Background: an optimization exercise with open tools, aiming at small area. Do not read the settings as production practice. Where RTL was checked, it was by simulation tests only, not by an equivalence proof against the original. Function not checked in run 3: the RTL went through the layout flow alone. Power and IR drop assume default switching activity.

<file path="flow/flow/run.sh">
#!/bin/bash
# ORFS layout as in standard.sh, with these changes:
#  - synthesis maps logic with an area-recovering ABC script (flow/abc_area.script)
#    instead of ORFS's speed script; registers are mapped exactly as before
#  - port buffers use buf_1
#  - the clock tree drives clusters of up to 19 sinks from clkbuf_8 leaf buffers,
#    with clkbuf_4 above them and no dummy loads
#  - the constant outputs share the tie cells (no tie fanout repair)
#  - no adder extraction before ABC (ADDER_MAP_FILE empty), so ABC maps all logic
# make's output goes to flow_run.log; ORFS keeps each step's log under orfs/logs.
set -euo pipefail
W=$(pwd)
F=$W/flow
# synthesis script: ORFS synth.tcl with the ABC script replaced
python3 - "$FLOW_HOME/scripts/synth.tcl" "$W/synth_area.tcl" "$F/abc_area.script" <<'PY'
import sys
src, dst, script = sys.argv[1:]
s = open(src).read()
a = "  log_cmd abc {*}$abc_args\n"
assert s.count(a) == 1
s = s.replace(a, "  set abc_args [lreplace $abc_args 1 1 %s]\n%s" % (script, a))
open(dst, "w").write(s)
PY
sed "s#source \$::env(SCRIPTS_DIR)/synth.tcl#source $W/synth_area.tcl#" synth_recipe.tcl > synth_top.tcl
grep -q "synth_area.tcl" synth_top.tcl
sed -e "s#SYNTH_SCRIPT=[^ ]*#SYNTH_SCRIPT=$W/synth_top.tcl ADDER_MAP_FILE=#" standard.sh > flow_run.sh
grep -q "synth_top.tcl ADDER_MAP_FILE=" flow_run.sh
export SKIP_REPAIR_TIE_FANOUT=1
export BUFFER_PORTS_ARGS="-buffer_cell sky130_fd_sc_hd__buf_1"
export CTS_ARGS="-sink_clustering_enable -repair_clock_nets -dont_use_dummy_load -buf_list sky130_fd_sc_hd__clkbuf_4 -sink_clustering_buffer sky130_fd_sc_hd__clkbuf_8 -sink_clustering_size 20 -sink_clustering_max_diameter 60"
bash flow_run.sh > flow_run.log 2>&1
</file>
<file path="flow/flow/abc_area.script">
&get -n
&st
&syn2
&dch
&nf -R 1000 -p -F 16 -C 32 -E 100
&put
</file>
<file path="flow/standard.sh">
#!/bin/bash
# synth_recipe.tcl (not shown) runs the flow's synth.tcl, then flattens the netlist and writes it again
# the make line also repeats each setting of config.mk as NAME=value (left out here)
make -C /OpenROAD-flow-scripts/flow DESIGN_CONFIG=/design/flow/config.mk WORK_HOME=/design/flow/orfs CLKGATE_MAP_FILE= SYNTH_SCRIPT=/design/flow/synth_recipe.tcl "${@:-finish}"
</file>
<file path="flow/config.mk">
export PLATFORM = sky130hd
export DESIGN_NAME = TX
export DESIGN_NICKNAME = TX
export VERILOG_FILES = /design/flow/design.v
export SDC_FILE = /design/flow/constraint.sdc
export NUM_CORES = 8
export LEC_CHECK = 0
export CAP_MARGIN = 0
export CORE_MARGIN = 2
export CORE_UTILIZATION = 70
export PLACE_DENSITY = 0.8
export SLEW_MARGIN = 0
</file>
<file path="flow/constraint.sdc">
create_clock -name core_clock -period 8.0 [get_ports {clk}]
set_input_delay 1.6000 -clock core_clock [delete_from_list [all_inputs] [get_ports {clk}]]
set_output_delay 1.6000 -clock core_clock [all_outputs]
set_load 0.01 [all_outputs]
</file>
<file path="flow/design.v">
`timescale 1ns/1ns
module TX(input clk, input rst, input in, input run, input [3:0]rate, input tx_request, output [51:0]out, output valid, output ready, output [1:0]cr, output [1:0]mod);
reg m1, m0, c1;
assign mod = {m1, m0};
assign cr = {c1, ~c1 & m1 & m0};
wire m3 = m1 & m0;
wire m2 = m1 & ~m0;
wire nz = m1 | m0;
wire cr_half = ~c1 & ~cr[0];
always @(posedge clk, negedge rst) begin
	if(~rst) begin
		m1 <= 1'b1; m0 <= 1'b1; c1 <= 1'b1;
	end
	else if(tx_request) begin
		m1 <= ~(rate[2] & rate[0]);
		m0 <= ~(rate[3] & rate[0]);
		c1 <= rate[1] | ~rate[0];
	end
end
reg st;               
reg [6:0] scn;        
reg [6:0] d;          
reg [1:0] q;          
reg en, enb;          
wire vr = run & st;
wire fb = scn[6] ^ scn[3];
wire en_n = vr & (cr_half | q != 2'd1);
assign ready = st;
always @(posedge clk, negedge rst) begin
	if(~rst) begin
		st <= 1'b0;
		scn <= 7'h00;
		d <= 7'd0;
		q <= 2'd0;
		en <= 1'b0;
	end
	else begin
		st <= 1'b1;
		en <= en_n;
		if(vr) begin
			scn <= {scn[5:0], ~fb};
			d <= {d[5:0], in ^ fb};
			q <= (q == 2'd3 || (q == 2'd2 && c1)) ? 2'd0 : q + 2'd1;
		end
	end
end
always @(posedge clk) enb <= ~en_n;
wire ea = d[0] ^ d[2] ^ d[3] ^ d[5] ^ d[6];
wire eb = d[0] ^ d[1] ^ d[2] ^ d[3] ^ d[6];
reg r1, r2;
wire qa = q[0] ^ q[1];
wire xa = (cr_half | qa) ? ea : (q[0] | c1) ? r1 : r2;
wire xb = (cr[0] & ~qa) ? ea : eb;
always @(posedge clk) begin
	r1 <= ea;
	r2 <= eb;
end
wire mq0 = ~m1 & ~m0;    
wire mq1 = ~m1 & m0;     
reg [136:0] ev, od;
wire g2 = en & m2, g2n = en & ~m2;
wire g1 = en & mq1, g1n = en & ~mq1;
wire g0 = en & mq0, g0n = en & ~mq0;
reg [136:0] evs, ods;    
integer p;
always @(*) begin
	evs = {137{en}} & {xa, ev[136:1]};
	ods = {137{en}} & {xb, od[136:1]};
	evs[128] = g2 & xa | g2n & ev[129];
	ods[128] = g2 & xb | g2n & od[129];
	evs[120] = g1 & xa | g1n & ev[121];
	ods[120] = g1 & xb | g1n & od[121];
	evs[112] = g0 & xa | g0n & ev[113];
	ods[112] = g0 & xb | g0n & od[113];
	for(p = 0; p < 2; p = p + 1) begin
		evs[48*p+32] = g2 & ev[48*p+49] | g2n & ev[48*p+33];
		ods[48*p+32] = g2 & od[48*p+49] | g2n & od[48*p+33];
		evs[48*p+24] = g1 & ev[48*p+57] | g1n & ev[48*p+25];
		ods[48*p+24] = g1 & od[48*p+57] | g1n & od[48*p+25];
		evs[48*p+16] = g0 & ev[48*p+57] | g0n & ev[48*p+17];
		ods[48*p+16] = g0 & od[48*p+57] | g0n & od[48*p+17];
	end
end
always @(posedge clk) begin
	ev <= {evs[136:1] | ({136{enb}} & ev[136:1]), ev[1]};
	od <= {ods[136:1] | ({136{enb}} & od[136:1]), od[1]};
end
reg [4:0] g;
reg [2:0] w;
reg vt;
wire w7 = (w == 3'd7);
wire oph = m1 ? (m0 ? g[4] & ~g[3] & ~g[1] : g[4] & g[1] & g[0]) : (m0 ? g[4] : g[1]);
wire [4:0] gn = {g[3:0], ~(g[4] ^ g[1])};
always @(posedge clk, negedge rst) begin
	if(~rst) begin
		g <= 5'd0;
		w <= 3'd0;
		vt <= 1'b0;
	end
	else begin
		vt <= en & oph;
		w <= ({3{en}} & (w + 3'd1)) | ({3{enb}} & w);
		g <= ({5{en & w7}} & (oph ? 5'd0 : gn)) | ({5{enb | ~w7}} & g);
	end
end
assign valid = vt;
reg [6:0] pln;
wire pw = oph & (w == 3'd0);        
always @(posedge clk, negedge rst) begin
	if(~rst) pln <= 7'h00;
	else pln <= ({7{en & pw}} & {pln[5:0], ~(pln[6] ^ pln[3])}) | ({7{enb | ~pw}} & pln);
end
wire J0 = (w == 3'd1) | (w == 3'd4) | (w == 3'd7);
wire J1 = (w == 3'd2) | (w == 3'd5) | (w == 3'd0);
wire J2 = (w == 3'd3) | (w == 3'd6);
wire A0 = m3 & J0, A1 = m3 & J2, A2 = m3 & J1;
wire B0 = m3 & J1, B1 = m3 & J0, B2 = m3 & J2;
wire [2:0] le0 = {A2 | ~m1, A1 | m2, A0};
wire [2:0] le3 = {A2, A1, A0 | ~m3};
wire [2:0] le2 = {A2, A1, A0};
wire [2:0] lo0 = {B2 | ~m3, B1, B0};
wire [2:0] lo1 = {B2, B1, B0 | m2};
wire [2:0] lo2 = {B2, B1, B0};
wire [2:0] lo3 = {B2, B1 | m2, B0 | ~m1};
wire [2:0] lo4 = {B2 | m2, B1, B0};
function [7:0] sub(input [5:0] t, input [2:0] s0, input [2:0] s1, input [2:0] s2, input [2:0] s3, input [2:0] s4, input [2:0] s5, input m3, input m1, input nz);
	reg n0, n1, n2, n3, n4, n5;
	begin
		n0 = ~(s0[0] & t[0] | s0[1] & t[1] | s0[2] & t[2]);
		n1 = ~(s1[0] & t[1] | s1[1] & t[2] | s1[2] & t[0]);
		n2 = ~(s2[0] & t[2] | s2[1] & t[0] | s2[2] & t[1]);
		n3 = ~(s3[0] & t[3] | s3[1] & t[4] | s3[2] & t[5]);
		n4 = ~(s4[0] & t[4] | s4[1] & t[5] | s4[2] & t[3]);
		n5 = ~(s5[0] & t[5] | s5[1] & t[3] | s5[2] & t[4]);
		sub = {n0, m3 & n1, m1 & ~(n1 ^ n2), 1'b1, nz & n3, m3 & n4, m1 & ~(n4 ^ n5), nz};
	end
endfunction
genvar k;
generate for(k = 0; k < 3; k = k + 1) begin : subc
	wire [5:0] te = {ev[48*k+40], ev[48*k+32], ev[48*k+24], ev[48*k+16], ev[48*k+8], ev[48*k]};
	wire [5:0] to = {od[48*k+40], od[48*k+32], od[48*k+24], od[48*k+16], od[48*k+8], od[48*k]};
	assign out[8*k+7 -: 8] = sub(te, le0, le0, le2, le3, le3, le2, m3, m1, nz);
	assign out[8*k+31 -: 8] = sub(to, lo0, lo1, lo2, lo3, lo4, lo2, m3, m1, nz);
end endgenerate
wire pt = ~pln[0] ^ (w[2] & w[1]);
assign out[51:48] = {~w[0] & pt, 2'b00, ~w[0]};
endmodule
</file>
==> results of run 1 <==
==> synthesized netlist by cell type <==
cell,n
dfxtp_1,277
a22o_1,266
nor2_1,39
dfrtp_1,34
a222oi_1,33
nand2_1,32
o21ai_0,32
buf_4,17
a21oi_1,16
mux2_1,14
clkinv_1,13
xor2_1,13
and3_1,10
xnor2_1,7
a221o_1,6
a31oi_1,5
nand3_1,4
a22oi_1,3
dfstp_2,3
a211oi_1,2
conb_1,2
nand2b_1,2
nor3_1,2
or2_0,2
a21boi_0,1
a21o_1,1
and2_0,1
mux2i_1,1
nor2b_1,1
o21a_1,1
o311ai_0,1
o31ai_1,1
==> how the worst min path moves through the flow <==
stage             startpoint            end  slack, ns  cells after the start
6_report       ev[1]$_DFF_P_  ev[0]$_DFF_P_       0.36                      0
5_1_grt        od[1]$_DFF_P_  od[0]$_DFF_P_       0.37                      0
4_1_cts        od[1]$_DFF_P_  od[0]$_DFF_P_       0.37                      0
3_5_place_dp   od[1]$_DFF_P_  od[0]$_DFF_P_       0.36                      0
3_3_place_gp   od[1]$_DFF_P_  od[0]$_DFF_P_       0.34                      0
2_1_floorplan  ev[1]$_DFF_P_  ev[0]$_DFF_P_       0.33                      0
==> cell type report <==
type | count | share of cell area
Sequential cell | 314 | 0.584
Multi-Input combinational cell | 498 | 0.344
Timing Repair Buffer | 65 | 0.0245
Clock buffer | 19 | 0.0219
Tap cell | 184 | 0.0208
Inverter | 13 | 0.00440
==> flip-flops by register name (all words and copies together), names as in the netlist, 2 cells and up <==
| name | flops |
|---|---|
| d | 7 |
| pln | 7 |
| ev | 137 |
| scn | 7 |
| od | 137 |
| w | 3 |
| q | 2 |
| g | 5 |
==> power by group <==
group | leakage (nW) | internal, mW | switching, mW
Combinational | 1.48 | 0.394 | 0.495
Clock | 0.129 | 0.197 | 0.434
Sequential | 2.72 | 1.94 | 0.312
==> per-stage QoR <==
stage / power [mW] / setup slack, ns
6_report: 3.77 / 2.37
5_1_grt: 3.97 / 2.19
3_5_place_dp: 3.15 / 3.13
3_3_place_gp: 3.08 / 3.24
2_1_floorplan: 2.83 / 2.51
4_1_cts: 3.77 / 2.45
==> logic make-up (layout without fill, tap and decap cells) <==
logic type             after synthesis  count (layout)  synth area share
AO/OA/AOI/OAI                      368             368             0.293
flip-flops                         314             314             0.619
AND/OR/NAND/NOR                     93              93            0.0379
buffers and inverters               30              97            0.0169
XOR/XNOR                            20              20            0.0167
multiplexers                        15              15            0.0160
other                                2               2          0.000718
==> metal layers <==
| metal | global-route usage | up-vias |
|---|---|---|
| met5 | 0 | - |
| li1 | - | 3443 |
| met3 | 0.0374 | 51 |
| met2 | 0.417 | 256 |
| met4 | 0.0814 | 0 |
| met1 | 0.398 | 3695 |
==> impl_metrics.yaml, run 1 <==
outcome:
  status: "timing/DRC/antenna clean"
synthesis:
  postSynthCellCount: 842
  yosysUniqueCellTypes: 32
  ys_seq_area_frac: 0.619
  post_synth.cell_area_avg_um2: 12.4
  syn_nets: 851
  synth_area_leaders: "dfxtp_1, a22o_1, dfrtp_1"
  synth_area_mm2: 0.0105
  synth-warning-count: 1
  ys_seq_elements: 314
  synth_top_area_share: 0.530
  yosysTopAreaCell: "dfxtp_1"
worst_setup_path:
  critPathKind: "flop to output port"
  r2r_cells: 4
  startpoint: "m1$_DFFE_PN1P_"
  required_ns: 6.40
  critical_path_depth: 7
  max_stage_delay_ns: 0.89
  cpMaxStageDelayCell: "dfstp_2"
  r2r-start: "m1$_DFFE_PN1P_"
  cpMostUsedCell: "nor2_1"
  endpoint: "out[33]"
  arrival_ns: 4.03
  cp_max_fo: 25
  regToRegEndpoint: "od[72]$_DFF_P_"
  critPathCaptureType: "output port"
  cp-start-kind: "flop"
  critical_path.cell_chain: "clkinv_1, nor2_1, buf_4, a222oi_1, xor2_1, nor2_1, buf_1"
  cp_top_family: "buffers and inverters"
  r2r_slack_ns: 5.16
  path_buf_inv: 3
timing:
  worst_pin_slew_ns: 1.20
  max_slew_margin: 0.202
  period_share: 0.703
  drv_slew: 0
  hold_viol_final: 0
  setup_viol_count_final: 0
  min_period_ns: 5.63
  whs_ns: 0.365
  max_freq_mhz: 178
  skew_ns: 0.0565
  rsz0062_at_grt: "false"
  fin_setup_tns_ns: 0
clocking:
  clock_sinks: 314
  clk_latency_ns: 0.64
  cts_tree: "done"
  clk_pin_slew_ns: 0.12
  cts-resized-gates: 0
  cts_buffer_depth: 3
  cts_hold_buf: 0
  cts_setup_buffers: 0
  htree_levels: 1
  cts_buffers: 19
  cts_root_buffer: "clkbuf_4"
global_route:
  grt_max_degree: 119
  first_global_vias: 6959
  grt_pass1_wl_um: 35600
  grt.overflow.total: 0
  grtUsageTotal: 0.269
  antenna_found_initial: 0
final_layout:
  finalNonFillerCells: 1093
  diodes: 0
  final_common_cell: "dfxtp_1"
  final_area_mm2: 0.0111
  drive_gt1_frac: 0.0363
  layout.area.seq_mm2: 0.00648
  syn2layout_area_growth_pct: 5.99
  final_nets: 920
  multi_input_area_mm2: 0.00382
  utilization: 0.760
  mostFrequentLayoutCells: "dfxtp_1, a22o_1, buf_1"
  fillCellCount: 986
detailed_routing:
  drt_iter0_markers: 879
  wl_met1_um: 9960
  met2_length_um: 10100
  top_layer: "met4"
  viasPerCell: 6.81
  first_pass_iters: 9
  wl_met3_um: 1330
  wire_per_inst_um: 20.0
  totalWireLength_um: 21900
  vias: 7445
  route.detailed.drc: 0
  ant_nets: 0
die:
  core_region_area_mm2: 0.0146
  dieArea_mm2: 0.0159
  die_h_um: 126
  rows: 44
  chipWidth_um: 126
  io_pins: 67
  start_util: 0.717
placed_design:
  dp_cells: 1074
  portBuffers: 58
  hpwl_um: 13300
  gp_congestion: 0.830
  placed_area_mm2: 0.0109
power_and_ir_drop:
  leakage_nw: 4.33
  max-vdd-ir-drop_uv: 238
  powerDensity_mw_per_mm2: 340
min_path:
  hold_path.class: "flop to flop"
job:
  maxCapViolCount: 0
==> run 2, diff against run 1 <==
--- a/flow/flow/run.sh
+++ b/flow/flow/run.sh
@@ -29,3 +29,3 @@
 export BUFFER_PORTS_ARGS="-buffer_cell sky130_fd_sc_hd__buf_1"
-export CTS_ARGS="-sink_clustering_enable -repair_clock_nets -dont_use_dummy_load -buf_list sky130_fd_sc_hd__clkbuf_4 -sink_clustering_buffer sky130_fd_sc_hd__clkbuf_8 -sink_clustering_size 20 -sink_clustering_max_diameter 60"
+export CTS_ARGS="-sink_clustering_enable -repair_clock_nets -dont_use_dummy_load -buf_list sky130_fd_sc_hd__clkbuf_4 -sink_clustering_buffer sky130_fd_sc_hd__clkbuf_8 -sink_clustering_size 20 -sink_clustering_max_diameter 50"
 bash flow_run.sh > flow_run.log 2>&1
==> impl_metrics.yaml, run 2 <==
timing:
  rsz0062_at_grt: "false"
  max_freq_mhz: 175
  setup_viol_count_final: 0
  max_slew_margin: 0.204
  worst_pin_slew_ns: 1.19
  drv_slew: 0
  setup_slack_ns: 2.29
  skew_ns: 0.0557
  hold_viol_final: 0
  period_share: 0.714
  whs_ns: 0.334
  fin_setup_tns_ns: 0
  min_period_ns: 5.71
die:
  start_util: 0.717
  dieArea_mm2: 0.0159
  chipWidth_um: 126
  rows: 44
  core_region_area_mm2: 0.0146
  io_pins: 67
  die_h_um: 126
synthesis:
  post_synth.cell_area_avg_um2: 12.4
  synth_area_mm2: 0.0105
  synth-warning-count: 1
  synth_top_area_share: 0.530
  ys_seq_elements: 314
  yosys-top-cells-count: "dfxtp_1, a22o_1, nor2_1, dfrtp_1, a222oi_1"
  yosys.cell_count.top_type: "dfxtp_1"
  syn_nets: 851
  synth-edff-count: 0
  synth-main-ff-cell: "dfxtp_1"
  yosysTopAreaCell: "dfxtp_1"
  synth_area_leaders: "dfxtp_1, a22o_1, dfrtp_1"
  postSynthCellCount: 842
  ys_seq_area_frac: 0.619
  synthArstFlopShare: 0.118
  yosysUniqueCellTypes: 32
power_and_ir_drop:
  powerDensity_mw_per_mm2: 343
  max-vdd-ir-drop_uv: 267
  leakage_nw: 4.35
  total_power_mw: 3.83
placed_design:
  placed_area_mm2: 0.0109
  portBuffers: 58
  dp_slack_ns: 3.13
  dp_cells: 1074
  hpwl_um: 13300
  gp_congestion: 0.830
detailed_routing:
  drt_iter0_markers: 941
  route.detailed.drc: 0
  vias: 7454
  first_pass_iters: 8
  viasPerCell: 6.79
  totalWireLength_um: 22000
  wire_per_inst_um: 20.0
  ant_nets: 0
final_layout:
  diodes: 0
  utilization: 0.764
  final_area_mm2: 0.0111
  mostFrequentLayoutCells: "dfxtp_1, a22o_1, buf_1"
  drive_gt1_frac: 0.0405
  fillCellCount: 988
  top_regs: "ev (137), od (137)"
  final_nets: 924
  syn2layout_area_growth_pct: 6.52
  final_common_cell: "dfxtp_1"
  finalNonFillerCells: 1097
  multi_input_area_mm2: 0.00382
  layout.area.seq_mm2: 0.00648
worst_setup_path:
  arrival_ns: 4.11
  critPathKind: "flop to output port"
  cp-start-kind: "flop"
  cp_max_fo: 25
  required_ns: 6.40
  critPathCaptureType: "output port"
global_route:
  grtUsageTotal: 0.273
  grt_max_degree: 119
  grt_pass1_wl_um: 36000
  grt.overflow.total: 0
  antenna_found_initial: 0
  first_global_vias: 6958
clocking:
  cts_tree: "done"
  cts_root_buffer: "clkbuf_4"
  clock_sinks: 314
  cts_buffer_depth: 3
  clk_pin_slew_ns: 0.12
  clk_latency_ns: 0.68
  cts_hold_buf: 0
  cts_setup_buffers: 0
  cts_buffers: 23
  cts-resized-gates: 0
  htree_levels: 1
min_path:
  hold_path.class: "flop to flop"
outcome:
  status: "timing/DRC/antenna clean"
job:
  maxCapViolCount: 0
run 2: changes by cell type in the layout (fill, tap and decap cells not counted):
cell,previous run,this run
clkbuf_8,16,20
run 2: cell families after synthesis:
| kind of cell | synth area share |
|---|---|
| simple gates | 0.0379 |
| compound gates | 0.293 |
| buf+inv | 0.0169 |
| mux | 0.0160 |
| xor+xnor | 0.0167 |
| other cells | 0.000718 |
| flops | 0.619 |
run 2: layout make-up:
class	count	area share
repair buffers	65	0.0244
clock buffers	23	0.0267
inverters	13	0.00438
multi-input cells	498	0.342
well taps	184	0.0207
flip-flops and latches	314	0.581
run 2: final timing paths:
| path | end | slack, ns | from | depth (start not counted) |
|---|---|---|---|---|
| min in group asynchronous | g[1]$_DFF_PN0_ | 1.02 | rst | 1 |
| max in group asynchronous | en$_DFF_PN0_ | 6.36 | rst | 1 |
| max | out[33] | 2.29 | m1$_DFFE_PN1P_ | 7 |
| min | od[0]$_DFF_P_ | 0.33 | od[1]$_DFF_P_ | 0 |
| max reg2reg | od[24]$_DFF_P_ | 5.11 | m1$_DFFE_PN1P_ | 4 |
| min reg2reg | od[0]$_DFF_P_ | 0.33 | od[1]$_DFF_P_ | 0 |
run 2: power breakdown:
| part | total (mW) | leakage [nW] | switching [mW] | internal, mW |
|---|---|---|---|---|
| registers | 2.25 | 2.72 | 0.312 | 1.94 |
| logic | 0.888 | 1.48 | 0.494 | 0.394 |
| clock network | 0.688 | 0.158 | 0.450 | 0.239 |
run 2: worst max-delay path, cell delays in order (launching register included):
cell      delay [ns]
dfstp_2         0.88
clkinv_1        0.63
nor2_1          0.84
buf_4           0.35
a222oi_1        0.15
xor2_1          0.22
nor2_1          0.17
buf_1           0.18
run 2: routing by layer:
metal / track usage / vias to the layer above / part of all wire
met5: 0 / - / 0
met4: 0.0834 / 0 / 0.023
met3: 0.0361 / 43 / 0.066
met2: 0.425 / 280 / 0.46
met1: 0.402 / 3685 / 0.45
li1: - / 3446 / -
==> run 3, diff against run 2 <==
--- a/flow/design.v
+++ b/flow/design.v
@@ -83,5 +83,13 @@
 end
+reg [136:0] one;
+always @(*) begin
+	one = 137'd0;
+	for(p = 0; p < 3; p = p + 1) begin
+		one[48*p+8] = ~m1;
+		one[48*p+40] = ~m1;
+	end
+end
 always @(posedge clk) begin
-	ev <= {evs[136:1] | ({136{enb}} & ev[136:1]), ev[1]};
-	od <= {ods[136:1] | ({136{enb}} & od[136:1]), od[1]};
+	ev <= {evs[136:1] | ({136{enb}} & ev[136:1]) | one[136:1], ev[1]};
+	od <= {ods[136:1] | ({136{enb}} & od[136:1]) | one[136:1], od[1]};
 end
@@ -118,9 +126,11 @@
 wire [2:0] le0 = {A2 | ~m1, A1 | m2, A0};
-wire [2:0] le3 = {A2, A1, A0 | ~m3};
+wire [2:0] le1 = {A2, A1 | m2, A0 | ~m1};
+wire [2:0] le3 = {A2 | mq0, A1, A0 | m2 | mq1};
+wire [2:0] le4 = {A2, A1 | ~m1, A0 | m2};
 wire [2:0] le2 = {A2, A1, A0};
 wire [2:0] lo0 = {B2 | ~m3, B1, B0};
-wire [2:0] lo1 = {B2, B1, B0 | m2};
+wire [2:0] lo1 = {B2, B1, B0 | ~m3};
 wire [2:0] lo2 = {B2, B1, B0};
-wire [2:0] lo3 = {B2, B1 | m2, B0 | ~m1};
-wire [2:0] lo4 = {B2 | m2, B1, B0};
+wire [2:0] lo3 = {B2 | mq0, B1 | m2, B0 | mq1};
+wire [2:0] lo4 = {B2 | m2, B1 | ~m1, B0};
 function [7:0] sub(input [5:0] t, input [2:0] s0, input [2:0] s1, input [2:0] s2, input [2:0] s3, input [2:0] s4, input [2:0] s5, input m3, input m1, input nz);
@@ -134,3 +144,3 @@
 		n5 = ~(s5[0] & t[5] | s5[1] & t[3] | s5[2] & t[4]);
-		sub = {n0, m3 & n1, m1 & ~(n1 ^ n2), 1'b1, nz & n3, m3 & n4, m1 & ~(n4 ^ n5), nz};
+		sub = {n0, m3 & n1, ~(n1 ^ n2), 1'b1, n3, m3 & n4, ~(n4 ^ n5), nz};
 	end
@@ -141,3 +151,3 @@
 	wire [5:0] to = {od[48*k+40], od[48*k+32], od[48*k+24], od[48*k+16], od[48*k+8], od[48*k]};
-	assign out[8*k+7 -: 8] = sub(te, le0, le0, le2, le3, le3, le2, m3, m1, nz);
+	assign out[8*k+7 -: 8] = sub(te, le0, le1, le2, le3, le4, le2, m3, m1, nz);
 	assign out[8*k+31 -: 8] = sub(to, lo0, lo1, lo2, lo3, lo4, lo2, m3, m1, nz);
--- a/flow/flow/run.sh
+++ b/flow/flow/run.sh
@@ -29,3 +29,3 @@
 export BUFFER_PORTS_ARGS="-buffer_cell sky130_fd_sc_hd__buf_1"
-export CTS_ARGS="-sink_clustering_enable -repair_clock_nets -dont_use_dummy_load -buf_list sky130_fd_sc_hd__clkbuf_4 -sink_clustering_buffer sky130_fd_sc_hd__clkbuf_8 -sink_clustering_size 20 -sink_clustering_max_diameter 50"
+export CTS_ARGS="-sink_clustering_enable -repair_clock_nets -dont_use_dummy_load -buf_list sky130_fd_sc_hd__clkbuf_4 -sink_clustering_buffer sky130_fd_sc_hd__clkbuf_8 -sink_clustering_size 19 -sink_clustering_max_diameter 60"
 bash flow_run.sh > flow_run.log 2>&1
==> impl_metrics.yaml, run 3 <==
outcome:
  status: "timing/DRC/antenna clean"
placed_design:
  placed_area_mm2: 0.0108
  portBuffers: 58
  gp_congestion: 0.835
  hpwl_um: 13400
detailed_routing:
  vias: 7381
  wire_per_inst_um: 19.7
  drt_iter0_markers: 869
  viasPerCell: 6.76
  first_pass_iters: 8
  ant_nets: 0
  route.detailed.drc: 0
  totalWireLength_um: 21500
global_route:
  grt_max_degree: 115
  grtUsageTotal: 0.262
  first_global_vias: 6819
  grt.overflow.total: 0
  antenna_found_initial: 0
  grt_pass1_wl_um: 34800
synthesis:
  synth-warning-count: 1
  ys_seq_area_frac: 0.619
  syn_nets: 848
  yosysUniqueCellTypes: 36
  synth_top_area_share: 0.530
  yosys-top-cells-count: "dfxtp_1, a22o_1, nand2_1, a222oi_1, dfrtp_1"
  synth_area_leaders: "dfxtp_1, a22o_1, dfrtp_1"
  postSynthCellCount: 839
  synth-edff-count: 0
  synth_area_mm2: 0.0105
  yosysTopAreaCell: "dfxtp_1"
  synth-main-ff-cell: "dfxtp_1"
  ys_seq_elements: 314
  synthArstFlopShare: 0.118
  yosys.cell_count.top_type: "dfxtp_1"
  post_synth.cell_area_avg_um2: 12.5
power_and_ir_drop:
  power_switching_mw: 1.59
  powerDensity_mw_per_mm2: 422
  total_power_mw: 4.69
  leakage_nw: 4.53
  seq_power_share: 0.579
  pwr-share-clk: 0.137
  p_int_mw: 3.10
  max-vdd-ir-drop_uv: 238
  sw_frac_of_total: 0.339
  power_frac_comb: 0.284
die:
  die_h_um: 126
  rows: 44
  chipWidth_um: 126
  io_pins: 67
  dieArea_mm2: 0.0159
  start_util: 0.717
  core_region_area_mm2: 0.0146
timing:
  rsz0062_at_grt: "false"
  whs_ns: 0.378
  setup_viol_count_final: 0
  fin_setup_tns_ns: 0
  skew_ns: 0.0327
  min_period_ns: 5.09
  max_freq_mhz: 196
  max_slew_margin: 0.142
  drv_slew: 0
  worst_pin_slew_ns: 1.28
  period_share: 0.636
  hold_viol_final: 0
final_layout:
  drive_gt1_frac: 0.0374
  diodes: 0
  mostFrequentLayoutCells: "dfxtp_1, a22o_1, buf_1"
  syn2layout_area_growth_pct: 6.18
  final_area_mm2: 0.0111
  top_regs: "ev (137), od (137)"
  final_nets: 919
  utilization: 0.761
  final_common_cell: "dfxtp_1"
clocking:
  cts_buffers: 20
  clk_latency_ns: 0.65
  cts_tree: "done"
  cts_hold_buf: 0
  clk_pin_slew_ns: 0.11
  htree_levels: 1
  cts_setup_buffers: 0
  cts-resized-gates: 0
  cts_buffer_depth: 3
  cts_root_buffer: "clkbuf_4"
  clock_sinks: 314
min_path:
  hold_path.class: "flop to flop"
  holdPathStages: 0
worst_setup_path:
  required_ns: 6.40
  critPathCaptureType: "output port"
  r2r_slack_ns: 5.26
  cp-start-kind: "flop"
  endpoint: "out[17]"
  regToRegEndpoint: "g[1]$_DFF_PN0_"
  critPathKind: "flop to output port"
  r2r_cells: 4
  r2r-start: "en$_DFF_PN0_"
  startpoint: "w[0]$_DFF_PN0_"
  arrival_ns: 3.49
  cp_max_fo: 8
job:
  maxCapViolCount: 0
run 3: changes by cell type after synthesis, moves of 8 or more:
cell / change
xnor2_1: +11
nand3_1: +8
a21oi_1: -8
o22ai_1: +8
nor2_1: -21
nand2_1: +21
a22o_1: -12
xor2_1: -8
o21ai_0: -11
run 3: per-layer routing:
metal | track usage | wire length, um
met1 | 0.386 | 9830
met3 | 0.0391 | 1340
met2 | 0.396 | 9680
met5 | 0 | 0
met4 | 0.0950 | 659
run 3: cells by family (layout without fill, tap and decap cells):
group | Yosys count | count (layout) | synth area share
muxes | 14 | 14 | 0.0150
DFF | 314 | 314 | 0.619
and+or+nand+nor | 117 | 117 | 0.0521
buffers and inverters | 24 | 93 | 0.0147
AOI/OAI and AO/OA | 345 | 345 | 0.279
other | 2 | 2 | 0.000718
xor gates and xnor gates | 23 | 23 | 0.0193
run 3: power groups by stage:
stage | logic (mW) | registers (mW) | clock network, mW
after floorplan | 0.969 | 2.63 | 0
after global placement | 1.26 | 2.70 | 0
after detailed placement | 1.32 | 2.73 | 0
after CTS | 1.33 | 2.70 | 0.658
after global routing | 1.46 | 2.79 | 0.706
final | 1.33 | 2.72 | 0.641
run 3: per-stage QoR:
stage,cells,setup slack [ns]
floorplan,839,2.60
global placement,1072,3.61
detailed placement,1072,3.42
CTS,1092,2.65
global route,1092,2.75
finish,1092,2.91
run 3: worst min path at each step:
| stage | from | to | slack (ns) |
|---|---|---|---|
| after floorplan | ev[1]$_DFF_P_ | ev[0]$_DFF_P_ | 0.33 |
| after CTS | ev[1]$_DFF_P_ | ev[0]$_DFF_P_ | 0.38 |
| after global placement | od[1]$_DFF_P_ | od[0]$_DFF_P_ | 0.34 |
| after global routing | ev[1]$_DFF_P_ | ev[0]$_DFF_P_ | 0.39 |
| final | od[1]$_DFF_P_ | od[0]$_DFF_P_ | 0.38 |
| after detailed placement | od[1]$_DFF_P_ | od[0]$_DFF_P_ | 0.35 |
run 3: worst max-delay path, cell delays in order, from the launching register on:
cell	delay (ns)
dfrtp_1	0.47
nand2_1	0.14
nor2_1	0.05
nor2_1	0.27
nand2_1	0.15
a21boi_0	1.01
a222oi_1	0.34
xnor2_1	0.24
buf_1	0.17
run 3: area by class of cell:
class / instances / area, um^2
Sequential cell: 314 / 6480
Multi-Input combinational cell: 501 / 3820
Fill cell: 953 / 3490
Timing Repair Buffer: 66 / 279
Clock buffer: 20 / 256
Tap cell: 184 / 230
Inverter: 7 / 26.3

what the ideal ports hide:
Ports are ideal in the flow. The routed layouts listed here were re-timed in OpenROAD.
Step 1 assumes that a clkbuf_16 drives the clock port and a buf_2 every other input.
Step 2, shift: input delay + t, output delay - t, t = (earliest + latest rising clock arrival at the registers) / 2. This alone moves slack from input paths to output paths.
Slacks: no drivers / after step 1 / after step 2; pairs: no drivers / after step 1.
| run | t, ns | setup WS [ns] | worst setup path after step 2 | pins driven straight from the clock port |
|---|---|---|---|---|
| run 1 | 0.653 | 2.373 / 2.336 / 2.989 | register to output | 1 |
| run 2 | 0.692 | 2.287 / 2.250 / 2.942 | register to output | 1 |
| run 3 | 0.673 | 2.909 / 2.871 / 3.544 | register to output | 1 |
After both steps every run listed still meets setup and hold.
